This is an optimization exercise on Yosys and OpenROAD, whose aim is small area, a short achievable clock period and few clock cycles per item, not a production implementation. Where RTL was checked, it was by simulation tests only, not by an equivalence proof against the original. For runs 1 to 3, only the layout was checked, not whether the RTL still works. Power figures rest on the tool's default switching activity, not on a simulated workload.

$ cat design/flow/design.v
module rf_bit (input wire clk, we, nwe, d, output reg q);
  always @(posedge clk) q <= (q & nwe) | (d & we);
endmodule
module rd_bit (input wire [7:0] s, input wire [7:0] r, output wire o);
  assign o = |(s & r);
endmodule
module g_inv (input wire a, output wire y);
  assign y = ~a;
endmodule
module g_nand2 (input wire a, b, output wire y);
  assign y = ~(a & b);
endmodule
module g_nor2 (input wire a, b, output wire y);
  assign y = ~(a | b);
endmodule
module g_andn (input wire a, b, output wire y);
  assign y = a & ~b;
endmodule
module g_xor2 (input wire a, b, output wire y);
  assign y = a ^ b;
endmodule
module g_xnor2 (input wire a, b, output wire y);
  assign y = ~(a ^ b);
endmodule
module g_aoi21 (input wire a1, a2, b1, output wire y);
  assign y = ~((a1 & a2) | b1);
endmodule
module g_oai21 (input wire a1, a2, b1, output wire y);
  assign y = ~((a1 | a2) & b1);
endmodule
module g_maj3 (input wire a, b, c, output wire y);
  assign y = (a & b) | (c & (a | b));
endmodule
module g_a2bb2oi (input wire a1, a2, b1, b2, output wire y);
  assign y = ~((~a1 & ~a2) | (b1 & b2));
endmodule
module g_aoi211 (input wire a1, a2, b1, c1, output wire y);
  assign y = ~((a1 & a2) | b1 | c1);
endmodule
module g_mux2i (input wire a0, a1, s, output wire y);
  assign y = ~(s ? a1 : a0);
endmodule
module g_nor3 (input wire a, b, c, output wire y);
  assign y = ~(a | b | c);
endmodule
module g_nand3 (input wire a, b, c, output wire y);
  assign y = ~(a & b & c);
endmodule
module alu (input wire [1:0] op, input wire [15:0] i0, i1,
    output wire [15:0] o, output wire cout);
  wire nop1;
  wire bx0;
  wire gn0;
  wire pn0;
  wire l0;
  wire bx1;
  wire gn1;
  wire pn1;
  wire l1;
  wire bx2;
  wire gn2;
  wire pn2;
  wire l2;
  wire bx3;
  wire gn3;
  wire pn3;
  wire l3;
  wire bx4;
  wire gn4;
  wire pn4;
  wire l4;
  wire bx5;
  wire gn5;
  wire pn5;
  wire l5;
  wire bx6;
  wire gn6;
  wire pn6;
  wire l6;
  wire bx7;
  wire gn7;
  wire pn7;
  wire l7;
  wire bx8;
  wire gn8;
  wire pn8;
  wire l8;
  wire bx9;
  wire gn9;
  wire pn9;
  wire l9;
  wire bx10;
  wire gn10;
  wire pn10;
  wire l10;
  wire bx11;
  wire gn11;
  wire pn11;
  wire l11;
  wire bx12;
  wire gn12;
  wire pn12;
  wire l12;
  wire bx13;
  wire gn13;
  wire pn13;
  wire l13;
  wire bx14;
  wire gn14;
  wire pn14;
  wire l14;
  wire bx15;
  wire gn15;
  wire pn15;
  wire l15;
  wire nsub;
  wire g1_1;
  wire g1_2;
  wire p1_2;
  wire g1_3;
  wire p1_3;
  wire g1_4;
  wire p1_4;
  wire g1_5;
  wire p1_5;
  wire g1_6;
  wire p1_6;
  wire g1_7;
  wire p1_7;
  wire g1_8;
  wire p1_8;
  wire g1_9;
  wire p1_9;
  wire g1_10;
  wire p1_10;
  wire g1_11;
  wire p1_11;
  wire g1_12;
  wire p1_12;
  wire g1_13;
  wire p1_13;
  wire g1_14;
  wire p1_14;
  wire g1_15;
  wire p1_15;
  wire g1_16;
  wire p1_16;
  wire g2_2;
  wire g2_3;
  wire g2_4;
  wire p2_4;
  wire g2_5;
  wire p2_5;
  wire g2_6;
  wire p2_6;
  wire g2_7;
  wire p2_7;
  wire g2_8;
  wire p2_8;
  wire g2_9;
  wire p2_9;
  wire g2_10;
  wire p2_10;
  wire g2_11;
  wire p2_11;
  wire g2_12;
  wire p2_12;
  wire g2_13;
  wire p2_13;
  wire g2_14;
  wire p2_14;
  wire g2_15;
  wire p2_15;
  wire g2_16;
  wire p2_16;
  wire g3_4;
  wire n_g1_1;
  wire g3_5;
  wire g3_6;
  wire g3_7;
  wire g3_8;
  wire p3_8;
  wire g3_9;
  wire p3_9;
  wire g3_10;
  wire p3_10;
  wire g3_11;
  wire p3_11;
  wire g3_12;
  wire p3_12;
  wire g3_13;
  wire p3_13;
  wire g3_14;
  wire p3_14;
  wire g3_15;
  wire p3_15;
  wire g3_16;
  wire p3_16;
  wire g4_8;
  wire g4_9;
  wire n_g2_2;
  wire g4_10;
  wire n_g2_3;
  wire g4_11;
  wire g4_12;
  wire g4_13;
  wire g4_14;
  wire g4_15;
  wire g4_16;
  wire p4_16;
  wire g5_16;
  wire yn0;
  wire ca0;
  wire yn1;
  wire ca1;
  wire yn2;
  wire ca2;
  wire yn3;
  wire ca3;
  wire yn4;
  wire ca4;
  wire yn5;
  wire ca5;
  wire yn6;
  wire ca6;
  wire yn7;
  wire ca7;
  wire y8;
  wire y9;
  wire y10;
  wire y11;
  wire y12;
  wire y13;
  wire y14;
  wire y15;
  g_inv u1 (op[1], nop1);
  g_xor2 u2 (i1[0], op[0], bx0);
  g_nand2 u3 (i0[0], bx0, gn0);
  g_xnor2 u4 (i0[0], bx0, pn0);
  g_maj3 u5 (i0[0], i1[0], op[0], l0);
  g_xor2 u6 (i1[1], op[0], bx1);
  g_nand2 u7 (i0[1], bx1, gn1);
  g_xnor2 u8 (i0[1], bx1, pn1);
  g_maj3 u9 (i0[1], i1[1], op[0], l1);
  g_xor2 u10 (i1[2], op[0], bx2);
  g_nand2 u11 (i0[2], bx2, gn2);
  g_xnor2 u12 (i0[2], bx2, pn2);
  g_maj3 u13 (i0[2], i1[2], op[0], l2);
  g_xor2 u14 (i1[3], op[0], bx3);
  g_nand2 u15 (i0[3], bx3, gn3);
  g_xnor2 u16 (i0[3], bx3, pn3);
  g_maj3 u17 (i0[3], i1[3], op[0], l3);
  g_xor2 u18 (i1[4], op[0], bx4);
  g_nand2 u19 (i0[4], bx4, gn4);
  g_xnor2 u20 (i0[4], bx4, pn4);
  g_maj3 u21 (i0[4], i1[4], op[0], l4);
  g_xor2 u22 (i1[5], op[0], bx5);
  g_nand2 u23 (i0[5], bx5, gn5);
  g_xnor2 u24 (i0[5], bx5, pn5);
  g_maj3 u25 (i0[5], i1[5], op[0], l5);
  g_xor2 u26 (i1[6], op[0], bx6);
  g_nand2 u27 (i0[6], bx6, gn6);
  g_xnor2 u28 (i0[6], bx6, pn6);
  g_maj3 u29 (i0[6], i1[6], op[0], l6);
  g_xor2 u30 (i1[7], op[0], bx7);
  g_nand2 u31 (i0[7], bx7, gn7);
  g_xnor2 u32 (i0[7], bx7, pn7);
  g_maj3 u33 (i0[7], i1[7], op[0], l7);
  g_xor2 u34 (i1[8], op[0], bx8);
  g_nand2 u35 (i0[8], bx8, gn8);
  g_xnor2 u36 (i0[8], bx8, pn8);
  g_maj3 u37 (i0[8], i1[8], op[0], l8);
  g_xor2 u38 (i1[9], op[0], bx9);
  g_nand2 u39 (i0[9], bx9, gn9);
  g_xnor2 u40 (i0[9], bx9, pn9);
  g_maj3 u41 (i0[9], i1[9], op[0], l9);
  g_xor2 u42 (i1[10], op[0], bx10);
  g_nand2 u43 (i0[10], bx10, gn10);
  g_xnor2 u44 (i0[10], bx10, pn10);
  g_maj3 u45 (i0[10], i1[10], op[0], l10);
  g_xor2 u46 (i1[11], op[0], bx11);
  g_nand2 u47 (i0[11], bx11, gn11);
  g_xnor2 u48 (i0[11], bx11, pn11);
  g_maj3 u49 (i0[11], i1[11], op[0], l11);
  g_xor2 u50 (i1[12], op[0], bx12);
  g_nand2 u51 (i0[12], bx12, gn12);
  g_xnor2 u52 (i0[12], bx12, pn12);
  g_maj3 u53 (i0[12], i1[12], op[0], l12);
  g_xor2 u54 (i1[13], op[0], bx13);
  g_nand2 u55 (i0[13], bx13, gn13);
  g_xnor2 u56 (i0[13], bx13, pn13);
  g_maj3 u57 (i0[13], i1[13], op[0], l13);
  g_xor2 u58 (i1[14], op[0], bx14);
  g_nand2 u59 (i0[14], bx14, gn14);
  g_xnor2 u60 (i0[14], bx14, pn14);
  g_maj3 u61 (i0[14], i1[14], op[0], l14);
  g_xor2 u62 (i1[15], op[0], bx15);
  g_nand2 u63 (i0[15], bx15, gn15);
  g_xnor2 u64 (i0[15], bx15, pn15);
  g_maj3 u65 (i0[15], i1[15], op[0], l15);
  g_inv u66 (op[0], nsub);
  g_oai21 u67 (pn0, nsub, gn0, g1_1);
  g_oai21 u68 (pn1, gn0, gn1, g1_2);
  g_nor2 u69 (pn1, pn0, p1_2);
  g_oai21 u70 (pn2, gn1, gn2, g1_3);
  g_nor2 u71 (pn2, pn1, p1_3);
  g_oai21 u72 (pn3, gn2, gn3, g1_4);
  g_nor2 u73 (pn3, pn2, p1_4);
  g_oai21 u74 (pn4, gn3, gn4, g1_5);
  g_nor2 u75 (pn4, pn3, p1_5);
  g_oai21 u76 (pn5, gn4, gn5, g1_6);
  g_nor2 u77 (pn5, pn4, p1_6);
  g_oai21 u78 (pn6, gn5, gn6, g1_7);
  g_nor2 u79 (pn6, pn5, p1_7);
  g_oai21 u80 (pn7, gn6, gn7, g1_8);
  g_nor2 u81 (pn7, pn6, p1_8);
  g_oai21 u82 (pn8, gn7, gn8, g1_9);
  g_nor2 u83 (pn8, pn7, p1_9);
  g_oai21 u84 (pn9, gn8, gn9, g1_10);
  g_nor2 u85 (pn9, pn8, p1_10);
  g_oai21 u86 (pn10, gn9, gn10, g1_11);
  g_nor2 u87 (pn10, pn9, p1_11);
  g_oai21 u88 (pn11, gn10, gn11, g1_12);
  g_nor2 u89 (pn11, pn10, p1_12);
  g_oai21 u90 (pn12, gn11, gn12, g1_13);
  g_nor2 u91 (pn12, pn11, p1_13);
  g_oai21 u92 (pn13, gn12, gn13, g1_14);
  g_nor2 u93 (pn13, pn12, p1_14);
  g_oai21 u94 (pn14, gn13, gn14, g1_15);
  g_nor2 u95 (pn14, pn13, p1_15);
  g_oai21 u96 (pn15, gn14, gn15, g1_16);
  g_nor2 u97 (pn15, pn14, p1_16);
  g_aoi21 u98 (p1_2, op[0], g1_2, g2_2);
  g_aoi21 u99 (p1_3, g1_1, g1_3, g2_3);
  g_aoi21 u100 (p1_4, g1_2, g1_4, g2_4);
  g_nand2 u101 (p1_4, p1_2, p2_4);
  g_aoi21 u102 (p1_5, g1_3, g1_5, g2_5);
  g_nand2 u103 (p1_5, p1_3, p2_5);
  g_aoi21 u104 (p1_6, g1_4, g1_6, g2_6);
  g_nand2 u105 (p1_6, p1_4, p2_6);
  g_aoi21 u106 (p1_7, g1_5, g1_7, g2_7);
  g_nand2 u107 (p1_7, p1_5, p2_7);
  g_aoi21 u108 (p1_8, g1_6, g1_8, g2_8);
  g_nand2 u109 (p1_8, p1_6, p2_8);
  g_aoi21 u110 (p1_9, g1_7, g1_9, g2_9);
  g_nand2 u111 (p1_9, p1_7, p2_9);
  g_aoi21 u112 (p1_10, g1_8, g1_10, g2_10);
  g_nand2 u113 (p1_10, p1_8, p2_10);
  g_aoi21 u114 (p1_11, g1_9, g1_11, g2_11);
  g_nand2 u115 (p1_11, p1_9, p2_11);
  g_aoi21 u116 (p1_12, g1_10, g1_12, g2_12);
  g_nand2 u117 (p1_12, p1_10, p2_12);
  g_aoi21 u118 (p1_13, g1_11, g1_13, g2_13);
  g_nand2 u119 (p1_13, p1_11, p2_13);
  g_aoi21 u120 (p1_14, g1_12, g1_14, g2_14);
  g_nand2 u121 (p1_14, p1_12, p2_14);
  g_aoi21 u122 (p1_15, g1_13, g1_15, g2_15);
  g_nand2 u123 (p1_15, p1_13, p2_15);
  g_aoi21 u124 (p1_16, g1_14, g1_16, g2_16);
  g_nand2 u125 (p1_16, p1_14, p2_16);
  g_oai21 u126 (p2_4, nsub, g2_4, g3_4);
  g_inv u127 (g1_1, n_g1_1);
  g_oai21 u128 (p2_5, n_g1_1, g2_5, g3_5);
  g_oai21 u129 (p2_6, g2_2, g2_6, g3_6);
  g_oai21 u130 (p2_7, g2_3, g2_7, g3_7);
  g_oai21 u131 (p2_8, g2_4, g2_8, g3_8);
  g_nor2 u132 (p2_8, p2_4, p3_8);
  g_oai21 u133 (p2_9, g2_5, g2_9, g3_9);
  g_nor2 u134 (p2_9, p2_5, p3_9);
  g_oai21 u135 (p2_10, g2_6, g2_10, g3_10);
  g_nor2 u136 (p2_10, p2_6, p3_10);
  g_oai21 u137 (p2_11, g2_7, g2_11, g3_11);
  g_nor2 u138 (p2_11, p2_7, p3_11);
  g_oai21 u139 (p2_12, g2_8, g2_12, g3_12);
  g_nor2 u140 (p2_12, p2_8, p3_12);
  g_oai21 u141 (p2_13, g2_9, g2_13, g3_13);
  g_nor2 u142 (p2_13, p2_9, p3_13);
  g_oai21 u143 (p2_14, g2_10, g2_14, g3_14);
  g_nor2 u144 (p2_14, p2_10, p3_14);
  g_oai21 u145 (p2_15, g2_11, g2_15, g3_15);
  g_nor2 u146 (p2_15, p2_11, p3_15);
  g_oai21 u147 (p2_16, g2_12, g2_16, g3_16);
  g_nor2 u148 (p2_16, p2_12, p3_16);
  g_aoi211 u149 (p3_8, op[0], g3_8, op[1], g4_8);
  g_aoi211 u150 (p3_9, g1_1, g3_9, op[1], g4_9);
  g_inv u151 (g2_2, n_g2_2);
  g_aoi211 u152 (p3_10, n_g2_2, g3_10, op[1], g4_10);
  g_inv u153 (g2_3, n_g2_3);
  g_aoi211 u154 (p3_11, n_g2_3, g3_11, op[1], g4_11);
  g_aoi211 u155 (p3_12, g3_4, g3_12, op[1], g4_12);
  g_aoi211 u156 (p3_13, g3_5, g3_13, op[1], g4_13);
  g_aoi211 u157 (p3_14, g3_6, g3_14, op[1], g4_14);
  g_aoi211 u158 (p3_15, g3_7, g3_15, op[1], g4_15);
  g_aoi21 u159 (p3_16, g3_8, g3_16, g4_16);
  g_nand2 u160 (p3_16, p3_8, p4_16);
  g_oai21 u161 (p4_16, nsub, g4_16, g5_16);
  g_a2bb2oi u162 (op[1], pn0, op[1], l0, yn0);
  g_nand2 u163 (op[0], nop1, ca0);
  g_xor2 u164 (yn0, ca0, o[0]);
  g_a2bb2oi u165 (op[1], pn1, op[1], l1, yn1);
  g_nand2 u166 (g1_1, nop1, ca1);
  g_xor2 u167 (yn1, ca1, o[1]);
  g_a2bb2oi u168 (op[1], pn2, op[1], l2, yn2);
  g_nor2 u169 (g2_2, op[1], ca2);
  g_xnor2 u170 (yn2, ca2, o[2]);
  g_a2bb2oi u171 (op[1], pn3, op[1], l3, yn3);
  g_nor2 u172 (g2_3, op[1], ca3);
  g_xnor2 u173 (yn3, ca3, o[3]);
  g_a2bb2oi u174 (op[1], pn4, op[1], l4, yn4);
  g_nand2 u175 (g3_4, nop1, ca4);
  g_xor2 u176 (yn4, ca4, o[4]);
  g_a2bb2oi u177 (op[1], pn5, op[1], l5, yn5);
  g_nand2 u178 (g3_5, nop1, ca5);
  g_xor2 u179 (yn5, ca5, o[5]);
  g_a2bb2oi u180 (op[1], pn6, op[1], l6, yn6);
  g_nand2 u181 (g3_6, nop1, ca6);
  g_xor2 u182 (yn6, ca6, o[6]);
  g_a2bb2oi u183 (op[1], pn7, op[1], l7, yn7);
  g_nand2 u184 (g3_7, nop1, ca7);
  g_xor2 u185 (yn7, ca7, o[7]);
  g_mux2i u186 (pn8, l8, op[1], y8);
  g_xnor2 u187 (y8, g4_8, o[8]);
  g_mux2i u188 (pn9, l9, op[1], y9);
  g_xnor2 u189 (y9, g4_9, o[9]);
  g_mux2i u190 (pn10, l10, op[1], y10);
  g_xnor2 u191 (y10, g4_10, o[10]);
  g_mux2i u192 (pn11, l11, op[1], y11);
  g_xnor2 u193 (y11, g4_11, o[11]);
  g_mux2i u194 (pn12, l12, op[1], y12);
  g_xnor2 u195 (y12, g4_12, o[12]);
  g_mux2i u196 (pn13, l13, op[1], y13);
  g_xnor2 u197 (y13, g4_13, o[13]);
  g_mux2i u198 (pn14, l14, op[1], y14);
  g_xnor2 u199 (y14, g4_14, o[14]);
  g_mux2i u200 (pn15, l15, op[1], y15);
  g_xnor2 u201 (y15, g4_15, o[15]);
  assign cout = g5_16;
endmodule
module pc (input wire clk, reset, output reg [15:0] cnt);
  wire [16:0] c;
  assign c[0] = 1'b1;
  genvar i;
  generate
    for (i = 0; i < 16; i = i + 1) begin : g
      assign c[i+1] = c[i] & cnt[i];
    end
  endgenerate
  always @(posedge clk) cnt <= (cnt ^ c[15:0]) & ~{16{reset}};
endmodule
module reg_alu (input wire clk, reset, ex, clr, input wire [7:0] sa, sb, wr, input wire [2:0] d,
  input wire [1:0] op, output reg wb_en, output reg [2:0] wb_addr, output reg [15:0] wb_data,
  output reg cout);
  wire [15:0] q [0:7];
  reg c;
  wire [15:0] a, b, res;
  wire co;
  wire [7:0] we, nwe;
  assign we = wr;
  genvar i, j;
  generate
    for (i = 0; i < 8; i = i + 1) begin : g_we
      g_nor2 u (we[i], clr, nwe[i]);
    end
  endgenerate
  generate
    for (j = 0; j < 16; j = j + 1) begin : g_bit0
      wire resn, qn;
      g_inv ud (res[j], resn);
      rf_bit u (clk, we[0], nwe[0], resn, qn);
      g_inv uq (qn, q[0][j]);
    end
    for (i = 1; i < 8; i = i + 1) begin : g_reg
      for (j = 0; j < 16; j = j + 1) begin : g_bit
        rf_bit u (clk, we[i], nwe[i], res[j], q[i][j]);
      end
    end
    for (j = 0; j < 16; j = j + 1) begin : g_rd
      rd_bit ua (sa, {q[7][j], q[6][j], q[5][j], q[4][j], q[3][j], q[2][j], q[1][j], q[0][j]}, a[j]);
      rd_bit ub (sb, {q[7][j], q[6][j], q[5][j], q[4][j], q[3][j], q[2][j], q[1][j], q[0][j]}, b[j]);
    end
  endgenerate
  alu alu_0 (op, a, b, res, co);
  always @(posedge clk) begin
    wb_en <= ex & ~reset;
    wb_addr <= d;
    wb_data <= res;
    c <= co;
    cout <= c;
  end
endmodule
module mproc (input wire clk, reset, input wire [15:0] ins, output wire [15:0] addr,
  output wire wb_en, output wire [2:0] wb_addr, output wire [15:0] wb_data, output wire cout);
  wire [7:0] sa, sb, wr;
  wire [2:0] d;
  wire [1:0] op;
  wire ex, clr;
  pc pc_0 (clk, reset, addr);
  ir ir_0 (clk, reset, ins, sa, sb, wr, d, op, ex, clr);
  reg_alu reg_alu_0 (clk, reset, ex, clr, sa, sb, wr, d, op, wb_en, wb_addr, wb_data, cout);
endmodule
module ir (input wire clk, reset, input wire [15:0] ins, output reg [7:0] sa, sb, wr,
  output reg [2:0] d, output reg [1:0] op, output wire ex, output reg clr);
  reg halted, halt_ir;
  wire [8:0] insn;
  wire [7:0] sa_d, sb_d, wdn, wr_d;
  wire z1, z2, z3, halt_in, nclr, nhalted_nx, okn, halted_d;
  genvar k;
  generate
    for (k = 0; k < 9; k = k + 1) begin : g_insn
      g_inv u (ins[k], insn[k]);
    end
    for (k = 0; k < 8; k = k + 1) begin : g_dec
      g_nor3 ua (k[0] ? insn[0] : ins[0], k[1] ? insn[1] : ins[1], k[2] ? insn[2] : ins[2], sa_d[k]);
      g_nor3 ub (k[0] ? insn[3] : ins[3], k[1] ? insn[4] : ins[4], k[2] ? insn[5] : ins[5], sb_d[k]);
      g_nand3 uw (k[0] ? ins[6] : insn[6], k[1] ? ins[7] : insn[7], k[2] ? ins[8] : insn[8], wdn[k]);
      g_nor2 ue (okn, wdn[k], wr_d[k]);
    end
  endgenerate
  g_nor3 u_z1 (ins[15], ins[14], ins[13], z1);
  g_nor2 u_z3 (ins[12], ins[11], z3);
  g_nand2 u_h (z1, z3, halt_in);
  g_inv u_nclr (clr, nclr);
  g_aoi21 u_hn (nclr, halt_ir, halted, nhalted_nx);
  g_nor2 u_hd (reset, nhalted_nx, halted_d);
  g_nor3 u_z2 (ins[12], ins[11], reset, z2);
  g_nand3 u_ok (z1, z2, nhalted_nx, okn);
  always @(posedge clk) begin
    sa <= sa_d;
    sb <= sb_d;
    wr <= wr_d;
    d <= ins[8:6];
    op <= ins[10:9];
    halt_ir <= halt_in;
    clr <= reset;
    halted <= halted_d;
  end
  assign ex = ~clr & ~halt_ir & ~halted;
endmodule
$ cat design/flow/flow/run.sh
#!/bin/bash
# Layout flow: the standard synthesis unchanged, then the standard ORFS
# steps with these changes (settings in flow/params.sh):
#  - repair_timing is asked to leave a setup margin (SETUP_SLACK_MARGIN); the
#    design is still laid out and signed off at the design's clock period,
#    the margin only makes the resizer work harder;
#  - ports are buffered with plain buffers, and delay cells are not used as
#    buffers;
#  - clock tree buffers as set in CTS_ARGS;
#  - after global routing, optionally the worst paths are upsized
#    (flow/upsize.tcl), then cells are downsized where that keeps the setup
#    slack (flow/downsize.tcl).
# Each tool's output goes to its own log in this folder.
set -uo pipefail
source flow/params.sh
export FLOWDIR=$PWD/flow
bash standard.sh synth > synth.log 2>&1 || exit 1
export DONT_USE_CELLS="$EXTRA_DONT_USE"
VARS=(SETUP_SLACK_MARGIN=$MARGIN "BUFFER_PORTS_ARGS=$BUFFER_PORTS_ARGS" "${EXTRA[@]}")
if [[ -n "${DOWNSIZE_MARGIN:-}" ]]; then
  export DOWNSIZE_MARGIN DOWNSIZE_HOLD_MARGIN UPSIZE_TARGET=${UPSIZE_TARGET:-}
  VARS+=("POST_GLOBAL_ROUTE_TCL=$FLOWDIR/downsize_hook.tcl")
fi
bash standard.sh "${VARS[@]}" finish > layout.log 2>&1
$ cat design/flow/flow/downsize.tcl
# Area recovery that keeps a setup margin (global-routing parasitics are
# re-estimated after every change): try each instance at the smallest
# smaller drive strength of the same cell that keeps the worst setup slack at
# or above the margin, hold slack at or above 0 and no max slew/capacitance
# violation; keep the change only then.
proc cell_area {m} { return [expr {[$m getWidth] * [$m getHeight] / 1e6}] }
proc core_area {} {
  set a 0
  foreach i [[ord::get_db_block] getInsts] {
    set m [$i getMaster]
    if {[$m getType] eq "CORE"} { set a [expr {$a + [cell_area $m]}] }
  }
  return $a
}
proc downsize {margin hold_margin} {
  set db [ord::get_db]
  set block [ord::get_db_block]
  set base_slew [sta::max_slew_violation_count]
  set base_cap [sta::max_capacitance_violation_count]
  set cands {}
  foreach inst [$block getInsts] {
    set m [$inst getMaster]
    if {[$m getType] ne "CORE"} continue
    set name [$m getName]
    if {![regexp {^(sky130_fd_sc_hd__[a-z0-9]+)_([0-9]+)$} $name -> base size]} continue
    if {[string match "*clkbuf*" $base] || [string match "*clkinv*" $base]} continue
    if {[string match "*dly*" $base] || [string match "*conb*" $base]} continue
    set smaller {}
    foreach s {0 1 2 3 4 6 8 12 16} {
      if {$s >= $size} break
      set mm [$db findMaster ${base}_$s]
      if {$mm eq "NULL"} continue
      if {[llength [get_lib_cells -quiet ${base}_$s]] == 0} continue
      lappend smaller $mm
    }
    if {[llength $smaller] == 0} continue
    lappend cands [list [expr {[cell_area $m] - [cell_area [lindex $smaller 0]]}] $inst $smaller]
  }
  set cands [lsort -real -decreasing -index 0 $cands]
  set n 0
  foreach c $cands {
    lassign $c gain inst smaller
    set orig [$inst getMaster]
    set iname [$inst getName]
    foreach mm $smaller {
      replace_cell $iname [$mm getName]
      estimate_parasitics -global_routing
      if {[worst_slack -max] >= $margin && [worst_slack -min] >= $hold_margin
          && [sta::max_slew_violation_count] <= $base_slew
          && [sta::max_capacitance_violation_count] <= $base_cap} {
        incr n
        break
      }
      replace_cell $iname [$orig getName]
      estimate_parasitics -global_routing
    }
  }
  return $n
}
$ cat design/flow/flow/downsize_hook.tcl
# POST_GLOBAL_ROUTE_TCL hook (runs inside ORFS's global_route.tcl after its
# repairs): optional greedy upsizing of the worst paths (flow/upsize.tcl),
# then area recovery (flow/downsize.tcl) that keeps the setup slack reached,
# then detailed placement and incremental global routing of what changed, as
# ORFS does after its own repairs.
source $::env(FLOWDIR)/downsize.tcl
source $::env(FLOWDIR)/upsize.tcl
estimate_parasitics -global_routing
puts "downsize: before: area [core_area] setup ws [worst_slack -max] hold ws [worst_slack -min]"
if {[info exists ::env(UPSIZE_TARGET)] && $::env(UPSIZE_TARGET) ne ""} {
  set n [upsize $::env(UPSIZE_TARGET) $::env(DOWNSIZE_HOLD_MARGIN) 400]
  puts "downsize: upsized $n: area [core_area] setup ws [worst_slack -max]"
}
set ws [worst_slack -max]
set target [expr {min($::env(DOWNSIZE_MARGIN), $ws)}]
set n [downsize $target $::env(DOWNSIZE_HOLD_MARGIN)]
puts "downsize: after: $n resized, target $target, area [core_area] setup ws [worst_slack -max] hold ws [worst_slack -min]"
global_route -start_incremental
detailed_placement
global_route -end_incremental
estimate_parasitics -global_routing
puts "downsize: after reroute: setup ws [worst_slack -max] hold ws [worst_slack -min]"
$ cat design/flow/flow/params.sh
MARGIN=7.8
BUFFER_PORTS_ARGS="-buffer_cell sky130_fd_sc_hd__buf_2"
EXTRA_DONT_USE="sky130_fd_sc_hd__dlygate4sd1_1 sky130_fd_sc_hd__dlygate4sd2_1 sky130_fd_sc_hd__dlygate4sd3_1 sky130_fd_sc_hd__clkdlybuf4s15_1 sky130_fd_sc_hd__clkdlybuf4s15_2 sky130_fd_sc_hd__clkdlybuf4s18_1 sky130_fd_sc_hd__clkdlybuf4s18_2 sky130_fd_sc_hd__clkdlybuf4s25_1 sky130_fd_sc_hd__clkdlybuf4s25_2 sky130_fd_sc_hd__clkdlybuf4s50_1 sky130_fd_sc_hd__clkdlybuf4s50_2 sky130_fd_sc_hd__dlymetal6s2s_1 sky130_fd_sc_hd__dlymetal6s4s_1 sky130_fd_sc_hd__dlymetal6s6s_1"
EXTRA=("CTS_ARGS=-sink_clustering_enable -repair_clock_nets -buf_list sky130_fd_sc_hd__clkbuf_8 -root_buf sky130_fd_sc_hd__clkbuf_16")
DOWNSIZE_MARGIN=8.0
DOWNSIZE_HOLD_MARGIN=0.05
UPSIZE_TARGET=8.0
$ cat design/flow/flow/upsize.tcl
# Greedy sizing of the worst path: for the path to the worst endpoint, try
# each instance on it at each larger drive strength of its cell and keep the
# change that raises that endpoint's slack most without lowering the worst
# slack; stop at the target slack or
# when no change helps. Global-routing parasitics are re-estimated after each
# change, and hold slack and max slew/capacitance are kept.
proc upsize_sizes {inst} {
  set db [ord::get_db]
  set m [$inst getMaster]
  set name [$m getName]
  if {![regexp {^(sky130_fd_sc_hd__[a-z0-9]+)_([0-9]+)$} $name -> base size]} { return {} }
  if {[string match "*clkbuf*" $base] || [string match "*clkinv*" $base]} { return {} }
  if {[string match "*dly*" $base] || [string match "*conb*" $base]} { return {} }
  set bigger {}
  foreach s {1 2 3 4 6 8 12 16} {
    if {$s <= $size} continue
    set mm [$db findMaster ${base}_$s]
    if {$mm eq "NULL"} continue
    if {[llength [get_lib_cells -quiet ${base}_$s]] == 0} continue
    lappend bigger [$mm getName]
  }
  return $bigger
}
proc upsize {target hold_margin maxiter} {
  set block [ord::get_db_block]
  set base_slew [sta::max_slew_violation_count]
  set base_cap [sta::max_capacitance_violation_count]
  set n 0
  for {set it 0} {$it < $maxiter} {incr it} {
    set ws [worst_slack -max]
    if {$ws >= $target} break
    set path [lindex [find_timing_paths -path_delay max -group_path_count 1] 0]
    set insts {}
    foreach pt [get_property $path points] {
      set pin [get_property $pt pin]
      if {[get_property $pin is_port]} continue
      set inst [sta::sta_to_db_inst [get_cells -of_objects $pin]]
      if {[lsearch -exact $insts $inst] < 0} { lappend insts $inst }
    }
    set ep [get_property $path endpoint]
    set ep_slack [get_property $ep slack_max]
    set best_ep $ep_slack
    set best {}
    foreach inst $insts {
      set iname [$inst getName]
      set orig [[$inst getMaster] getName]
      foreach cell [upsize_sizes $inst] {
        replace_cell $iname $cell
        estimate_parasitics -global_routing
        set e [get_property $ep slack_max]
        if {$e > $best_ep + 0.0005 && [worst_slack -max] >= $ws - 0.0001
            && [worst_slack -min] >= $hold_margin
            && [sta::max_slew_violation_count] <= $base_slew
            && [sta::max_capacitance_violation_count] <= $base_cap} {
          set best_ep $e
          set best [list $iname $cell]
        }
        replace_cell $iname $orig
        estimate_parasitics -global_routing
      }
    }
    if {$best eq {}} break
    lassign $best iname cell
    replace_cell $iname $cell
    estimate_parasitics -global_routing
    incr n
  }
  return $n
}
$ cat design/flow/standard.sh
#!/bin/bash
# synth_recipe.tcl (not shown) runs the flow's synth.tcl, then flattens the netlist and writes it again
# the make line also repeats each setting of config.mk as NAME=value (left out here)
make -C /OpenROAD-flow-scripts/flow DESIGN_CONFIG=/design/flow/config.mk WORK_HOME=/design/flow/orfs CLKGATE_MAP_FILE= SYNTH_SCRIPT=/design/flow/synth_recipe.tcl "${@:-finish}"
$ cat design/flow/config.mk
export PLATFORM = sky130hd
export DESIGN_NAME = mproc
export DESIGN_NICKNAME = mproc
export VERILOG_FILES = /design/flow/design.v
export SDC_FILE = /design/flow/constraint.sdc
export NUM_CORES = 4
export LEC_CHECK = 0
export CAP_MARGIN = 20
export CORE_MARGIN = 2
export CORE_UTILIZATION = 40
export SLEW_MARGIN = 20
export SYNTH_HIERARCHICAL = 1
$ cat design/flow/constraint.sdc
create_clock -name core_clock -period 11.0 [get_ports {clk}]
set_input_delay 2.2000 -clock core_clock [delete_from_list [all_inputs] [get_ports {clk}]]
set_output_delay 2.2000 -clock core_clock [all_outputs]
set_load 0.01 [all_outputs]
==> flow_summary_export.csv, run 1 <==
group,metric,value,unit
run_status,outcome,"finished clean",
synth,ys_top_cells_by_count,"198 x dfxtp_1, 128 x a22o_1, 128 x a22oi_1, 47 x inv_1, 46 x nor2_1",
worst_hold_path,hp-class,"reg2reg",
finish,synthToLayoutAreaGrowth,10.2,%
synth,synthMuxAreaShare,0.943,%
drt,drt-wirelength-per-cell,21.4,um
placement,preCtsSetupSlack,7520,ps
sta,layout_setup_ws,7840,ps
global_route,grt-ovfl-total,0,
sta,skew,27.4,ps
synth,syn_inst,810,
synth,synthAdderAreaFrac,4.19,%
global_route,grt_max_degree,37,
clocking,hold_buffers,0,
clocking,clock_sinks,198,
sta,tns,0,ps
placement,dp_hpwl,15500,um
worst_setup_path,crit_type,"reg2out",
die,die_w,150,um
clocking,post_cts_buffers,1,
synth,synth_fp_nets,842,
worst_setup_path,worst-path-max-fanout,2,
job,maxCapViolations,0,
worst_setup_path,crit_slowest_cell,"dfxtp_2",
drt,vias,7170,
placement,portBuffers,54,
synth,synth-xor-area-share,5.05,%
die,die_area,22400,um^2
synth,yosysWarnings,10,
drt,drt-initial-drc-count,678,
sta,whs,336,ps
sta,hold_viol,0,
die,start_util,40.5,%
global_route,antenna_found_initial,0,
synth,ys_top_cells_by_area,"dfxtp_1 47%, a22o_1 13%, a22oi_1 11%, xnor2_1 2.8%, nand4_1 2.4%",
synth,synth-async-reset-ratio,0,%
sta,setup_viol,0,
sta,finalMaxSlewViolations,0,
synth,synth_compound_area_share,30.6,%
synth,syn_avg_cell_area,10.5,um^2
drt,vias_per_cell,6.10,
clocking,cts_made_buffers,17,
worst_setup_path,path_cells,"buf_6, buf_6",
finish,layout-drive-gt1-share,10.1,%
synth,synth_most_common_cell,"dfxtp_1",
synth,synth.largest_area_cell,"dfxtp_1",
synth,synth_edf_count,0,
placement,routabilityCongestion,0.986,
synth,synth_top_family_by_area,"compound AO/OA/AOI/OAI gates",
sta,fmax,317,MHz
synth,synth-simple-area-share,10.3,%
synth,synth_top_area_share,46.7,%
pwr,total_leakage_power,3.43,nW
worst_setup_path,cp_data_arrival_time,960,ps
pwr,peakVddDrop,0.0738,mV
clocking,clock_path_buffers,2,
sta,tightestPinTransition,1160,ps
synth,syn-cell-area,8490,um^2
sta,timing.slew.headroom,22.8,%
worst_setup_path,max_stage_delay,340,ps
worst_setup_path,cp_data_required_time,8800,ps
global_route,grtUsageTotal,22.7,%
clocking,clock-root-buffer,"clkbuf_16",
drt,drc_errors,0,
drt,wl,25200,um
finish,n_antenna_cell,0,
clocking,htreeDepth,4,
worst_setup_path,crit_path_start_kind,"flip-flop",
finish,fin_nets,919,
die,die_height,150,um
synth,yosys_most_used_dff,"dfxtp_1",
die,ioPinCount,55,
die,core,21000,um^2
synth,yosysUniqueCellTypes,23,
global_route,grt_pass1_vias,6767,
pwr,powerDensity,145,nW/um^2
worst_setup_path,critPathCaptureType,"output port",
clocking,cts_tree,"built",
clocking,clock_latency,400,ps
synth,synth_seq_cells,198,
clocking,clk_pin_slew_worst_paths,100,ps
drt,ant_nets,0,
global_route,grt_pass1_wl,38600,um
drt,drt_first_pass_iters,6,
sta,period_share,28.7,%
die,row_count,53,
synth,yosysSeqAreaShare,46.7,%
clocking,post_cts_resized,19,
sta,fin_crit,3160,ps
worst_setup_path,worst_path_most_repeated_cell,"buf_6",
==> per-module statistics from Yosys, one instance, submodules excluded, a selection <==
module	flops+latches	times used	area, um^2
g_a2bb2oi	0	8	15.0
g_aoi21	0	17	8.76
g_inv	0	47	3.75
g_mux2i	0	8	10.0
g_nor2	0	44	3.75
g_nor3	0	18	10.0
g_xnor2	0	26	8.76
ir	32	1	651
pc	16	1	636
==> path summary, 6_finish.rpt <==
kind                                           from                           end  slack, ps  cells after the start
worst min register to register    ir_0.d[0]$_DFF_P_  reg_alu_0.wb_addr[0]$_DFF_P_        340                      0
worst min-delay path              ir_0.d[0]$_DFF_P_  reg_alu_0.wb_addr[0]$_DFF_P_        340                      0
worst max register to register  pc_0.cnt[0]$_DFF_P_          pc_0.cnt[15]$_DFF_P_       7990                     16
worst max-delay path            pc_0.cnt[0]$_DFF_P_                       addr[0]       7840                      2
==> per-layer routing <==
| metal | vias up | routed length (um) | global-route usage [%] |
|---|---|---|---|
| met5 | - | 0 | 0 |
| met4 | 0 | 754 | 8.35 |
| met3 | 64 | 2200 | 5.85 |
| met2 | 367 | 11400 | 35.7 |
| met1 | 3450 | 10800 | 30.2 |
| li1 | 3289 | - | - |
==> layout make-up <==
type	instances	area, um^2
Clock inverter	15	114
Clock buffer	17	245
Fill cell	2096	11600
Tap cell	275	344
Sequential cell	198	3990
Inverter	47	176
Multi-Input combinational cell	564	4250
Timing Repair Buffer	59	241
==> placed cells by master, fill, tap and decap left out, types with 16 or more instances in the layout <==
| cell type | Yosys | final |
|---|---|---|
| nor3_1 | 0 | 19 |
| maj3_1 | 0 | 16 |
| a22oi_1 | 128 | 128 |
| dfxtp_1 | 198 | 181 |
| buf_1 | 0 | 53 |
| dfxtp_2 | 0 | 16 |
| nand4_1 | 32 | 32 |
| nand2_1 | 37 | 37 |
| o21ai_0 | 0 | 21 |
| clkbuf_8 | 0 | 16 |
| inv_1 | 47 | 51 |
| a21oi_1 | 0 | 16 |
| xnor2_1 | 27 | 17 |
| nor2_1 | 46 | 38 |
| a22o_1 | 128 | 128 |
| xor2_1 | 22 | 18 |
==> flip-flops by register name (all words and copies together), names as in the netlist <==
signal	count
reg_alu_0.wb_en	1
ir_0.d	3
reg_alu_0.c	1
ir_0.halted	1
ir_0.halt_ir	1
reg_alu_0.wb_addr	3
reg_alu_0.g_bit0.u.q	16
ir_0.op	2
reg_alu_0.cout	1
ir_0.sa	8
reg_alu_0.g.g_bit.u.q	112
ir_0.clr	1
ir_0.sb	8
pc_0.cnt	16
ir_0.wr	8
reg_alu_0.wb_data	16
==> report_power, final <==
group | internal (mW) | switching (mW)
clock | 0.184 | 0.252
sequential | 0.734 | 0.0258
combinational | 0.0503 | 0.109
==> worst max-delay path, delay by kind of cell (launching register included) <==
family | cells | cell delay [ps]
buffers and inverters | 2 | 220
DFF | 1 | 340
==> cells by family (layout without fill, tap and decap cells) <==
family                   Yosys count  after routing
adder cells (fa/ha/maj)           30             30
AND/OR/NAND/NOR                  158            158
XOR/XNOR                          49             49
flip-flops                       198            198
AO/OA/AOI/OAI                    319            319
multiplexers                       8              8
buffers and inverters             48            138
==> through the flow <==
stage / total power, mW / util, % / instance area (um^2) / instances
CTS: 1.43 / 45.9 / 9610 / 1173
global placement: 0.938 / 43.6 / 9130 / 1140
finish: 1.36 / 44.7 / 9360 / 1175
floorplan: 0.877 / - / 8490 / 810
detailed placement: 0.939 / 43.6 / 9130 / 1140
==> run 2: changes to the inputs <==
--- a/design/flow/design.v
+++ b/design/flow/design.v
@@ -448,5 +448,5 @@
   always @(posedge clk) cnt <= (cnt ^ c[15:0]) & ~{16{reset}};
 endmodule
-module reg_alu (input wire clk, reset, ex, clr, input wire [7:0] sa, sb, wr, input wire [2:0] d,
+module reg_alu (input wire clk, reset, exn, clr, input wire [7:0] sa, sb, input wire [2:0] d,
   input wire [1:0] op, output reg wb_en, output reg [2:0] wb_addr, output reg [15:0] wb_data,
   output reg cout);
@@ -455,10 +455,15 @@
   wire [15:0] a, b, res;
   wire co;
-  wire [7:0] we, nwe;
-  assign we = wr;
+  wire [7:0] we, nwe, wdn;
+  wire [2:0] dn;
   genvar i, j;
   generate
+    for (i = 0; i < 3; i = i + 1) begin : g_dn
+      g_inv u (d[i], dn[i]);
+    end
     for (i = 0; i < 8; i = i + 1) begin : g_we
-      g_nor2 u (we[i], clr, nwe[i]);
+      g_nand3 ud (i[0] ? d[0] : dn[0], i[1] ? d[1] : dn[1], i[2] ? d[2] : dn[2], wdn[i]);
+      g_nor2 ue (exn, wdn[i], we[i]);
+      g_nor2 un (we[i], clr, nwe[i]);
     end
   endgenerate
@@ -482,5 +487,5 @@
   alu alu_0 (op, a, b, res, co);
   always @(posedge clk) begin
-    wb_en <= ex & ~reset;
+    wb_en <= ~exn & ~reset;
     wb_addr <= d;
     wb_data <= res;
@@ -491,21 +496,21 @@
 module mproc (input wire clk, reset, input wire [15:0] ins, output wire [15:0] addr,
   output wire wb_en, output wire [2:0] wb_addr, output wire [15:0] wb_data, output wire cout);
-  wire [7:0] sa, sb, wr;
+  wire [7:0] sa, sb;
   wire [2:0] d;
   wire [1:0] op;
-  wire ex, clr;
+  wire exn, clr;
   pc pc_0 (clk, reset, addr);
-  ir ir_0 (clk, reset, ins, sa, sb, wr, d, op, ex, clr);
-  reg_alu reg_alu_0 (clk, reset, ex, clr, sa, sb, wr, d, op, wb_en, wb_addr, wb_data, cout);
+  ir ir_0 (clk, reset, ins, sa, sb, d, op, exn, clr);
+  reg_alu reg_alu_0 (clk, reset, exn, clr, sa, sb, d, op, wb_en, wb_addr, wb_data, cout);
 endmodule
-module ir (input wire clk, reset, input wire [15:0] ins, output reg [7:0] sa, sb, wr,
-  output reg [2:0] d, output reg [1:0] op, output wire ex, output reg clr);
+module ir (input wire clk, reset, input wire [15:0] ins, output reg [7:0] sa, sb,
+  output reg [2:0] d, output reg [1:0] op, output reg exn, output reg clr);
   reg halted, halt_ir;
-  wire [8:0] insn;
-  wire [7:0] sa_d, sb_d, wdn, wr_d;
+  wire [5:0] insn;
+  wire [7:0] sa_d, sb_d;
   wire z1, z2, z3, halt_in, nclr, nhalted_nx, okn, halted_d;
   genvar k;
   generate
-    for (k = 0; k < 9; k = k + 1) begin : g_insn
+    for (k = 0; k < 6; k = k + 1) begin : g_insn
       g_inv u (ins[k], insn[k]);
     end
@@ -513,6 +518,4 @@
       g_nor3 ua (k[0] ? insn[0] : ins[0], k[1] ? insn[1] : ins[1], k[2] ? insn[2] : ins[2], sa_d[k]);
       g_nor3 ub (k[0] ? insn[3] : ins[3], k[1] ? insn[4] : ins[4], k[2] ? insn[5] : ins[5], sb_d[k]);
-      g_nand3 uw (k[0] ? ins[6] : insn[6], k[1] ? ins[7] : insn[7], k[2] ? ins[8] : insn[8], wdn[k]);
-      g_nor2 ue (okn, wdn[k], wr_d[k]);
     end
   endgenerate
@@ -528,11 +531,10 @@
     sa <= sa_d;
     sb <= sb_d;
-    wr <= wr_d;
     d <= ins[8:6];
     op <= ins[10:9];
     halt_ir <= halt_in;
+    exn <= okn;
     clr <= reset;
     halted <= halted_d;
   end
-  assign ex = ~clr & ~halt_ir & ~halted;
 endmodule
==> run 2 against run 1 <==
Register-to-register slack about the same. Sequential share of layout area decreased by 1.5 points. Clock power about the same. Core utilization increased by 1.6 points. Sequential power decreased by 3.2%. Via count decreased by 0.66%. Combinational power increased by 9%. Non-clock buffer count increased by 14. Die area decreased by 1.8%. Hold slack improved by 11 ps. Design area increased by 0.58%. Synthesized cell count decreased by 0.99%.
==> flow_summary_export.csv, run 2 <==
group,metric,value,unit
sta,setup_viol,0,
finish,n_antenna_cell,0,
synth,yosysUniqueCellTypes,22,
die,die_height,148,um
clocking,post_cts_buffers,0,
sta,fin_crit,3090,ps
drt,drc_errors,0,
drt,top_layer,"met4",
sta,layout_setup_ws,7910,ps
placement,portBuffers,54,
clocking,hold_buffers,0,
worst_setup_path,worstReg2RegEnd,"reg_alu_0.g_bit0[5].u.q$_DFF_P_",
placement,dp_hpwl,15900,um
pwr,total_leakage_power,3.49,nW
drt,vias_per_cell,6.06,
worst_setup_path,crit_path_start_kind,"flip-flop",
synth,yosysWarnings,10,
sta,timing.slew.headroom,3.36,%
clocking,cts_made_buffers,17,
worst_setup_path,path_cells,"buf_6",
worst_setup_path,crit_family,"flip-flops",
sta,fmax,323,MHz
sta,period_share,28.1,%
sta,whs,347,ps
clocking,clock_sinks,191,
clocking,htreeDepth,4,
worst_setup_path,reg2reg_slack,7990,ps
sta,skew,28.7,ps
clocking,clock_path_buffers,2,
placement,routabilityCongestion,0.955,
die,start_util,40.9,%
finish,stdcell_area,9410,um^2
synth,syn_inst,802,
finish,final_common_cell,"dfxtp_1",
worst_setup_path,crit_slowest_cell,"dfxtp_4",
worst_setup_path,max_stage_delay,370,ps
worst_setup_path,crit_path_start,"pc_0.cnt[0]$_DFF_P_",
finish,layout_common_cells,"163 x dfxtp_1, 128 x a22o_1, 128 x a22oi_1",
die,ioPinCount,55,
placement,post_dp_cell_area,9020,um^2
run_status,outcome,"finished clean",
finish,synthToLayoutAreaGrowth,13.0,%
die,row_count,52,
clocking,post_cts_resized,23,
worst_hold_path,hp-class,"reg2reg",
clocking,clock-root-buffer,"clkbuf_16",
sta,hold_viol,0,
finish,largest_reg_flops,112,
worst_setup_path,r2r_start,"ir_0.d[2]$_DFF_P_",
drt,wl_met3,2160,um
worst_setup_path,cp_data_arrival_time,890,ps
drt,ant_nets,0,
synth,synth_top_area_share,45.9,%
synth,synth_most_common_cell,"dfxtp_1",
sta,finalMaxSlewViolations,0,
drt,drt-wirelength-per-cell,21.8,um
worst_hold_path,min_to,"reg_alu_0.cout$_DFF_P_",
die,core,20400,um^2
global_route,grt_pass1_wl,40300,um
sta,tightestPinTransition,1450,ps
synth,ys_top_cells_by_area,"dfxtp_1 46%, a22o_1 13%, a22oi_1 12%, xnor2_1 2.8%, nand4_1 2.4%",
global_route,grtUsageTotal,23.7,%
synth,yosys_most_used_dff,"dfxtp_1",
sta,tns,0,ps
finish,fin_nets,925,
pwr,powerDensity,143,nW/um^2
synth,ys_top_cells_by_count,"191 x dfxtp_1, 128 x a22o_1, 128 x a22oi_1, 47 x inv_1, 47 x nor2_1",
synth,yosysSeqAreaShare,45.9,%
worst_hold_path,min_from,"reg_alu_0.c$_DFF_P_",
drt,drt_first_pass_iters,6,
drt,wl,25700,um
job,maxCapViolations,0,
synth,synth_edf_count,0,
worst_setup_path,crit_buf_inv,1,
clocking,clk_pin_slew_worst_paths,90,ps
clocking,clock_latency,410,ps
synth,syn-cell-area,8330,um^2
placement,preCtsSetupSlack,7400,ps
drt,drt-initial-drc-count,897,
die,die_w,148,um
synth,syn_avg_cell_area,10.4,um^2
worst_setup_path,crit_type,"reg2out",
worst_setup_path,cp_data_required_time,8800,ps
drt,wl_met1,11200,um
finish,layout-drive-gt1-share,14.8,%
finish,top_register,"reg_alu_0.g.g_bit.u.q",
worst_hold_path,hold_depth,0,
die,die_area,22000,um^2
global_route,grt_max_degree,37,
synth,synth.largest_area_cell,"dfxtp_1",
synth,synth_seq_cells,191,
clocking,cts_tree,"built",
pwr,peakVddDrop,0.0816,mV
global_route,grt-ovfl-total,0,
worst_setup_path,reg2reg_depth,7,
synth,synth_fp_nets,834,
synth,synth-async-reset-ratio,0,%
worst_setup_path,critPathCaptureType,"output port",
drt,wl_met2,11400,um
global_route,grt_pass1_vias,7062,
global_route,antenna_found_initial,0,
worst_setup_path,worst-path-max-fanout,3,
drt,vias,7123,
==> run 2: changes by cell type after synthesis <==
cell / change
nor3_2: -1
dfxtp_1: -7
nor2_1: +1
nor2b_4: -1
==> run 2: kinds of logic after synthesis <==
logic type / Yosys count / share of synthesized area [%]
XOR/XNOR: 49 / 5.15
AO/OA/AOI/OAI: 319 / 31.2
buffers and inverters: 48 / 2.25
multiplexers: 8 / 0.961
flip-flops: 191 / 45.9
AND/OR/NAND/NOR: 157 / 10.2
adder cells (fa/ha/maj): 30 / 4.27
==> run 2: report_power, final <==
group	switching, mW	internal, mW
registers	0.0273	0.709
logic	0.116	0.0577
clock network	0.245	0.193
==> run 2: routing by layer <==
metal | vias to the layer above | GRT usage [%]
met5 | - | 0
met4 | 0 | 10.6
met3 | 78 | 4.94
met2 | 330 | 37.1
met1 | 3421 | 31.7
li1 | 3294 | -
==> run 2: per-stage QoR <==
step	instances	util [%]	total power, mW
6_report	1176	46.2	1.35
4_1_cts	1167	46.7	1.42
3_5_place_dp	1135	44.3	0.915
3_3_place_gp	1135	44.3	0.915
2_1_floorplan	802	-	0.851
==> run 2: worst max path at each step <==
stage | to | depth (start not counted) | slack [ps]
finish | addr[0] | 1 | 7910
floorplan | pc_0.cnt[14]$_DFF_P_ | 15 | 7930
detailed placement | reg_alu_0.g_bit0[14].u.q$_DFF_P_ | 11 | 7400
global placement | reg_alu_0.g_bit0[14].u.q$_DFF_P_ | 11 | 7390
CTS | reg_alu_0.g_bit0[13].u.q$_DFF_P_ | 10 | 7800
==> run 2: layout make-up <==
class / count / area [um^2]
tap: 270 / 338
clock buffer: 17 / 245
sequential: 191 / 3870
fill: 1984 / 11000
clock inverter: 15 / 114
inverter: 47 / 176
multi-input combinational: 563 / 4340
timing repair buffer: 73 / 325
==> run 2: Yosys stat by module, one instance, submodules excluded, excerpt <==
module | cells | flip-flops and latches | cell area [um^2]
g_nor3 | 1 | 0 | 10.0
rd_bit | 5 | 0 | 36.3
rf_bit | 2 | 1 | 28.8
g_xor2 | 1 | 0 | 8.76
g_oai21 | 1 | 0 | 5.00
g_a2bb2oi | 1 | 0 | 15.0
g_xnor2 | 1 | 0 | 8.76
g_mux2i | 1 | 0 | 10.0
pc | 48 | 16 | 636
g_nand2 | 1 | 0 | 3.75
g_inv | 1 | 0 | 3.75
==> run 3: changes to the inputs <==
--- a/design/flow/design.v
+++ b/design/flow/design.v
@@ -3,5 +3,9 @@
 endmodule
 module rd_bit (input wire [7:0] s, input wire [7:0] r, output wire o);
-  assign o = |(s & r);
+  wire x0, x1, x2;
+  g_aoi222 u0 (s[0], r[0], s[1], r[1], s[2], r[2], x0);
+  g_aoi222 u1 (s[3], r[3], s[4], r[4], s[5], r[5], x1);
+  g_aoi22 u2 (s[6], r[6], s[7], r[7], x2);
+  g_nand3 u3 (x0, x1, x2, o);
 endmodule
 module g_inv (input wire a, output wire y);
@@ -47,4 +51,10 @@
   assign y = ~(a & b & c);
 endmodule
+module g_aoi222 (input wire a1, a2, b1, b2, c1, c2, output wire y);
+  assign y = ~((a1 & a2) | (b1 & b2) | (c1 & c2));
+endmodule
+module g_aoi22 (input wire a1, a2, b1, b2, output wire y);
+  assign y = ~((a1 & a2) | (b1 & b2));
+endmodule
 module alu (input wire [1:0] op, input wire [15:0] i0, i1,
     output wire [15:0] o, output wire cout);
==> run 3 against run 2 <==
Still clean. Global-route usage decreased by 1.2 points. Synthesized area increased by 0.48%. Non-clock buffer count increased by 5. Critical path depth unchanged. Clock-buffer cell count increased by 2. Via count decreased by 1.1%. Clock power increased by 8.2%. Highest routed layer unchanged.
==> flow_summary_export.csv, run 3 <==
group,metric,value,unit
run_status,outcome,"finished clean",
worst_setup_path,crit_path_start_kind,"flip-flop",
worst_setup_path,max_stage_delay,370,ps
sta,whs,338,ps
global_route,grtUsageTotal,22.5,%
worst_setup_path,worst-path-max-fanout,2,
sta,timing.slew.headroom,12.5,%
clocking,htreeDepth,4,
worst_setup_path,cp_data_required_time,8800,ps
die,die_height,149,um
clocking,clock_path_buffers,2,
synth,yosysUniqueCellTypes,22,
pwr,p_switching,0.408,mW
placement,routabilityCongestion,0.920,
synth,syn_inst,770,
global_route,grt_max_degree,37,
die,core,20400,um^2
finish,n_antenna_cell,0,
synth,syn-cell-area,8370,um^2
synth,synth_top_area_share,45.7,%
worst_setup_path,critPathCaptureType,"output port",
drt,drt-wirelength-per-cell,21.9,um
pwr,peakVddDrop,0.0757,mV
clocking,clock_latency,400,ps
worst_hold_path,hp-class,"reg2reg",
synth,syn_avg_cell_area,10.9,um^2
die,ioPinCount,55,
finish,layout-drive-gt1-share,17.4,%
drt,drt_first_pass_iters,9,
drt,vias_per_cell,6.13,
pwr,sw_frac_of_total,29.2,%
pwr,p_comb_share,13.5,%
finish,final_common_cell,"dfxtp_1",
placement,dp_hpwl,15000,um
pwr,p_seq_share,52.5,%
pwr,intPower,0.989,mW
global_route,grt-ovfl-total,0,
sta,tightestPinTransition,1310,ps
synth,yosysWarnings,10,
synth,synth_edf_count,0,
sta,fin_crit,3080,ps
drt,drc_errors,0,
finish,layout_common_cells,"167 x dfxtp_1, 128 x a22o_1, 64 x a222oi_1",
sta,skew,26.0,ps
job,maxCapViolations,0,
finish,fin_nets,898,
synth,synth.largest_area_cell,"dfxtp_1",
worst_setup_path,crit_slowest_cell,"dfxtp_4",
sta,setup_viol,0,
drt,wl,25100,um
finish,fill_cells,1959,
worst_setup_path,cp_data_arrival_time,880,ps
clocking,clk_pin_slew_worst_paths,100,ps
drt,drt-initial-drc-count,967,
die,start_util,41.1,%
sta,tns,0,ps
global_route,grt_pass1_wl,38000,um
clocking,cts_tree,"built",
synth,ys_top_cells_by_area,"dfxtp_1 46%, a22o_1 13%, a222oi_1 7.7%, a22oi_2 4.8%, xnor2_1 2.8%",
die,die_w,149,um
pwr,clockPowerShare,34.0,%
synth,synth-async-reset-ratio,0,%
synth,yosysSeqAreaShare,45.7,%
sta,finalMaxSlewViolations,0,
placement,portBuffers,54,
synth,synth_seq_cells,191,
synth,yosys_most_used_dff,"dfxtp_1",
finish,layout.cells.non_filler,1149,
clocking,post_cts_buffers,2,
clocking,clock-root-buffer,"clkbuf_16",
clocking,hold_buffers,0,
synth,synth_most_common_cell,"dfxtp_1",
placement,placed_cells,1104,
pwr,total_leakage_power,3.62,nW
worst_setup_path,path_cells,"buf_6",
worst_setup_path,crit_family,"flip-flops",
clocking,clock_sinks,191,
finish,largest_reg_flops,112,
finish,top_register,"reg_alu_0.g.g_bit.u.q",
clocking,cts_made_buffers,17,
sta,fmax,325,MHz
sta,hold_viol,0,
sta,period_share,28.0,%
die,row_count,52,
drt,ant_nets,0,
global_route,antenna_found_initial,0,
worst_setup_path,crit_buf_inv,1,
pwr,powerDensity,146,nW/um^2
finish,synthToLayoutAreaGrowth,14.1,%
synth,ys_top_cells_by_count,"191 x dfxtp_1, 128 x a22o_1, 64 x a222oi_1, 47 x inv_1, 47 x nor2_1",
worst_setup_path,crit_type,"reg2out",
clocking,post_cts_resized,26,
global_route,grt_pass1_vias,6643,
drt,vias,7048,
synth,synth_fp_nets,802,
die,die_area,22100,um^2
[run 3: path summary, 6_finish.rpt]
check                                                                end  depth (start not counted)  slack, ps                  from
worst min-delay path                              reg_alu_0.cout$_DFF_P_                          0        340   reg_alu_0.c$_DFF_P_
worst min register to register                    reg_alu_0.cout$_DFF_P_                          0        340   reg_alu_0.c$_DFF_P_
worst max register to register  reg_alu_0.g_reg[1].g_bit[13].u.q$_DFF_P_                         10       8000    ir_0.sa[0]$_DFF_P_
worst max-delay path                                            addr[14]                          1       7920  pc_0.cnt[14]$_DFF_P_
[run 3: per-layer routing]
metal / part of all wire, % / up-vias / track usage, %
met5: 0 / - / 0
met4: 3.0 / 0 / 9.24
met3: 8.2 / 50 / 5.12
met2: 44 / 341 / 34.5
met1: 44 / 3416 / 30.8
li1: - / 3241 / -
[run 3: layout make-up]
| class | instances | area (um^2) | area share [%] |
|---|---|---|---|
| clock inverter | 13 | 133 | 1.39 |
| multi-input combinational | 531 | 4400 | 46.1 |
| clock buffer | 19 | 273 | 2.86 |
| inverter | 47 | 179 | 1.87 |
| tap | 270 | 338 | 3.54 |
| sequential | 191 | 3870 | 40.5 |
| timing repair buffer | 78 | 352 | 3.68 |
[run 3: per-module statistics from Yosys, one instance, submodules excluded, a selection]
module	area, um^2	times used	flops+latches
rf_bit	28.8	128	1
g_a2bb2oi	15.0	8	0
g_aoi211	12.5	8	0
g_maj3	11.3	16	0
g_mux2i	10.0	8	0
g_xnor2	8.76	26	0
g_nand3	5.00	41	0
g_inv	3.75	47	0
g_nand2	3.75	37	0
[run 3: metrics by stage]
step,utilization [%],power (mW),setup slack (ps),area [um^2]
finish,46.9,1.40,7920,9550
CTS,47.2,1.42,7800,9620
detailed placement,44.5,0.917,7200,9070
global placement,44.5,0.916,7270,9070
floorplan,-,0.854,7930,8370
[run 3: kinds of logic (layout without fill, tap and decap cells)]
group	after synthesis	count (layout)	synth area share (%)
buffers and inverters	48	157	2.24
AO/OA/AOI/OAI	287	287	32.0
adder cells (fa/ha/maj)	30	30	4.25
XOR/XNOR	49	49	5.13
flip-flops	191	191	45.7
multiplexers	8	8	0.957
AND/OR/NAND/NOR	157	157	9.72
[run 3: power by group through the flow]
stage / combinational, mW / sequential [mW] / clock [mW]
floorplan: 0.104 / 0.750 / 0
global placement: 0.165 / 0.751 / 0
detailed placement: 0.166 / 0.751 / 0
CTS: 0.175 / 0.735 / 0.505
finish: 0.189 / 0.734 / 0.474
==> run 4: changes to the inputs <==
--- a/design/flow/design.v
+++ b/design/flow/design.v
@@ -2,10 +2,9 @@
   always @(posedge clk) q <= (q & nwe) | (d & we);
 endmodule
+module rf_bit_s (input wire clk, we, nwe, s, d, output reg q);
+  always @(posedge clk) q <= (q & nwe) | (d & we) | s;
+endmodule
 module rd_bit (input wire [7:0] s, input wire [7:0] r, output wire o);
-  wire x0, x1, x2;
-  g_aoi222 u0 (s[0], r[0], s[1], r[1], s[2], r[2], x0);
-  g_aoi222 u1 (s[3], r[3], s[4], r[4], s[5], r[5], x1);
-  g_aoi22 u2 (s[6], r[6], s[7], r[7], x2);
-  g_nand3 u3 (x0, x1, x2, o);
+  assign o = |(s & r);
 endmodule
 module g_inv (input wire a, output wire y);
@@ -51,10 +50,4 @@
   assign y = ~(a & b & c);
 endmodule
-module g_aoi222 (input wire a1, a2, b1, b2, c1, c2, output wire y);
-  assign y = ~((a1 & a2) | (b1 & b2) | (c1 & c2));
-endmodule
-module g_aoi22 (input wire a1, a2, b1, b2, output wire y);
-  assign y = ~((a1 & a2) | (b1 & b2));
-endmodule
 module alu (input wire [1:0] op, input wire [15:0] i0, i1,
     output wire [15:0] o, output wire cout);
@@ -480,8 +473,5 @@
   generate
     for (j = 0; j < 16; j = j + 1) begin : g_bit0
-      wire resn, qn;
-      g_inv ud (res[j], resn);
-      rf_bit u (clk, we[0], nwe[0], resn, qn);
-      g_inv uq (qn, q[0][j]);
+      rf_bit_s u (clk, we[0], nwe[0], clr, res[j], q[0][j]);
     end
     for (i = 1; i < 8; i = i + 1) begin : g_reg
--- a/design/flow/flow/params.sh
+++ b/design/flow/flow/params.sh
@@ -1,3 +1,3 @@
-MARGIN=7.8
+MARGIN=8.0
 BUFFER_PORTS_ARGS="-buffer_cell sky130_fd_sc_hd__buf_2"
 EXTRA_DONT_USE="sky130_fd_sc_hd__dlygate4sd1_1 sky130_fd_sc_hd__dlygate4sd2_1 sky130_fd_sc_hd__dlygate4sd3_1 sky130_fd_sc_hd__clkdlybuf4s15_1 sky130_fd_sc_hd__clkdlybuf4s15_2 sky130_fd_sc_hd__clkdlybuf4s18_1 sky130_fd_sc_hd__clkdlybuf4s18_2 sky130_fd_sc_hd__clkdlybuf4s25_1 sky130_fd_sc_hd__clkdlybuf4s25_2 sky130_fd_sc_hd__clkdlybuf4s50_1 sky130_fd_sc_hd__clkdlybuf4s50_2 sky130_fd_sc_hd__dlymetal6s2s_1 sky130_fd_sc_hd__dlymetal6s4s_1 sky130_fd_sc_hd__dlymetal6s6s_1"
==> run 4 against run 3 <==
Largest cell class unchanged. Routed wire length grew 4.5%. Critical endpoint is now addr[5]. Critical path depth stayed put. Final cell count stayed put. Clock skew increased by 9.4 ps. Hold slack worse by 5.8 ps. Clock power shrank 13%. Largest power group unchanged. Sequential cell count unchanged. Register-to-register slack worse by 40 ps.
==> flow_summary_export.csv, run 4 <==
group,metric,value,unit
synth,syn_inst,770,
sta,setup_viol,0,
drt,wl,26300,um
drt,drc_errors,0,
worst_setup_path,max_stage_delay,350,ps
sta,period_share,28.1,%
clocking,hold_buffers,0,
synth,syn_avg_cell_area,10.7,um^2
finish,layout-drive-gt1-share,12.7,%
finish,post-route-util,45.5,%
placement,routabilityCongestion,0.935,
finish,n_antenna_cell,0,
die,die_height,147,um
drt,drt_first_pass_iters,6,
synth,synth.largest_area_cell,"dfxtp_1",
synth,yosysUniqueCellTypes,23,
pwr,total_leakage_power,3.38,nW
die,core,20200,um^2
pwr,powerDensity,142,nW/um^2
drt,vias,7136,
die,ioPinCount,55,
worst_setup_path,worst-path-max-fanout,2,
clocking,clk_pin_slew_worst_paths,110,ps
synth,synth-async-reset-ratio,0,%
sta,tightestPinTransition,1410,ps
sta,finalMaxSlewViolations,0,
worst_setup_path,path_cells,"buf_2",
sta,tns,0,ps
placement,portBuffers,54,
job,maxCapViolations,0,
sta,layout_setup_ws,7910,ps
worst_setup_path,crit_family,"flip-flops",
global_route,grt-ovfl-total,0,
sta,fmax,324,MHz
global_route,grt_max_degree,37,
finish,layout_common_cells,"163 x dfxtp_1, 128 x a22oi_1, 112 x a22o_1",
synth,synth_seq_cells,191,
global_route,grtUsageTotal,23.9,%
die,start_util,40.7,%
sta,hold_viol,0,
finish,largest_reg_flops,112,
run_status,outcome,"finished clean",
sta,timing.slew.headroom,5.81,%
global_route,antenna_found_initial,0,
worst_setup_path,cp_data_arrival_time,890,ps
synth,synth_most_common_cell,"dfxtp_1",
synth,yosys_most_used_dff,"dfxtp_1",
die,die_area,21700,um^2
worst_setup_path,reg2reg_slack,7960,ps
sta,skew,35.4,ps
synth,syn-cell-area,8230,um^2
worst_setup_path,crit_buf_inv,1,
synth,ys_top_cells_by_count,"191 x dfxtp_1, 128 x a22oi_1, 112 x a22o_1, 47 x nor2_1, 37 x nand2_1",
drt,vias_per_cell,6.21,
die,die_w,147,um
clocking,cts_tree,"built",
worst_hold_path,hp-class,"reg2reg",
sta,fin_crit,3090,ps
pwr,peakVddDrop,0.0829,mV
clocking,clock_sinks,191,
synth,yosysWarnings,11,
pwr,finalPower,1.31,mW
placement,preCtsSetupSlack,7440,ps
worst_setup_path,critPathCaptureType,"output port",
drt,drt-wirelength-per-cell,22.9,um
clocking,cts_made_buffers,17,
global_route,grt_pass1_wl,39800,um
drt,drt-initial-drc-count,887,
clocking,post_cts_buffers,8,
finish,final_common_cell,"dfxtp_1",
placement,dp_hpwl,15600,um
worst_setup_path,crit_slowest_cell,"dfxtp_2",
global_route,grt_pass1_vias,6707,
finish,fill_cells,1997,
worst_setup_path,cp_data_required_time,8800,ps
synth,yosysSeqAreaShare,46.5,%
synth,synth_edf_count,0,
finish,fin_nets,898,
worst_setup_path,crit_type,"reg2out",
clocking,clock-root-buffer,"clkbuf_16",
synth,ys_top_cells_by_area,"dfxtp_1 46%, a22o_1 12%, a22oi_1 12%, xnor2_1 2.9%, nand4_1 2.4%",
synth,synth_fp_nets,802,
clocking,htreeDepth,4,
finish,top_register,"reg_alu_0.g.g_bit.u.q",
clocking,clock_path_buffers,2,
synth,synth_top_area_share,46.5,%
drt,ant_nets,0,
clocking,clock_latency,410,ps
finish,synthToLayoutAreaGrowth,11.9,%
die,row_count,52,
clocking,post_cts_resized,75,
worst_setup_path,crit_path_start_kind,"flip-flop",
-- run 4: changes by cell type after synthesis --
cell / delta
a22oi_1: +128
a222oi_1: -64
a22oi_2: -32
inv_1: -32
nand3_1: -32
nand4_1: +32
a221o_1: +16
a22o_1: -16
-- run 4: logic make-up after synthesis --
group                      Yosys count  share of synthesized area, %
AOI/OAI and AO/OA                  319                          31.8
DFF                                191                          46.5
and+or+nand+nor                    157                          10.4
xor gates and xnor gates            49                          5.21
adders and majority gates           30                          4.32
buffers and inverters               16                         0.821
muxes                                8                         0.973
-- run 4: final timing paths --
kind                                           from                endpoint  cells after the start
worst max-delay path            pc_0.cnt[5]$_DFF_P_                 addr[5]                      1
worst min-delay path            reg_alu_0.c$_DFF_P_  reg_alu_0.cout$_DFF_P_                      0
worst max register to register  pc_0.cnt[0]$_DFF_P_    pc_0.cnt[14]$_DFF_P_                     15
worst min register to register  reg_alu_0.c$_DFF_P_  reg_alu_0.cout$_DFF_P_                      0
-- run 4: metal layers --
metal  routed length [um]  GRT usage (%)  vias up
met5                    0              0        -
met4                  975           11.3        0
met3                 2430           5.34       95
met2                11600           36.4      411
met1                11200           32.4     3373
li1                     -              -     3257
-- run 4: area by class of cell --
class | instances | area, um^2 | share of cell area [%]
Clock buffer | 18 | 259 | 2.81
Clock inverter | 14 | 80.1 | 0.870
Inverter | 15 | 56.3 | 0.612
Multi-Input combinational cell | 563 | 4260 | 46.3
Sequential cell | 191 | 3880 | 42.2
Tap cell | 270 | 338 | 3.67
Timing Repair Buffer | 78 | 328 | 3.56
-- run 4: Yosys stat by module (local to each module, per instance), a selection --
module	cells inside	copies in the design
g_a2bb2oi	1	8
g_xor2	1	22
g_mux2i	1	8
g_nand3	1	9
g_aoi211	1	8
g_aoi21	1	17
g_xnor2	1	26
pc	48	1
rf_bit	2	112
g_inv	1	15
ir	25	1
g_nor2	1	44
g_maj3	1	16
rd_bit	5	32
-- run 4: where the power goes --
part / internal (mW) / switching [mW] / total [mW]
combinational: 0.0480 / 0.102 / 0.150
sequential: 0.711 / 0.0315 / 0.743
clock: 0.175 / 0.238 / 0.414
total: 0.935 / 0.372 / 1.31
-- run 4: stage by stage --
| stage | cells | cell area [um^2] | hold slack (ps) |
|---|---|---|---|
| after floorplan | 770 | 8240 | 310 |
| after global placement | 1102 | 8930 | 317 |
| after detailed placement | 1102 | 8930 | 319 |
| after CTS | 1142 | 9660 | 342 |
| final | 1149 | 9210 | 332 |
Testbench counts of run 4, summed over its fixed seeds: cycles 6,861, instrs 6,733.

## static timing again, ports no longer ideal
How much do the figures lean on ideal ports? The routed layouts below were timed once more, with nothing changed but the port constraints.
Step 1: set_driving_cell puts a clkbuf_16 on clk and a buf_2 on each other input, an assumption about the parent block.
Step 2 also shifts input and output timing later by t, the mid clock arrival at the registers, as if the neighbouring blocks saw the same clock.
a / b / c = ideal ports / drivers / drivers and shift; a / b = the first two.
run | t (ns) | slack for setup (ns) | worst setup path after step 2 | clock arrival spread, ns
run 1 | 0.428 | 7.842 / 7.800 / 7.900 | input to register | 0.027 / 0.027
run 2 | 0.436 | 7.907 / 7.865 / 7.993 | register to register | 0.029 / 0.029
run 3 | 0.429 | 7.920 / 7.878 / 7.998 | register to register | 0.026 / 0.026
run 4 | 0.436 | 7.914 / 7.867 / 7.964 | register to register | 0.035 / 0.036
After both steps every run listed still meets setup and hold.
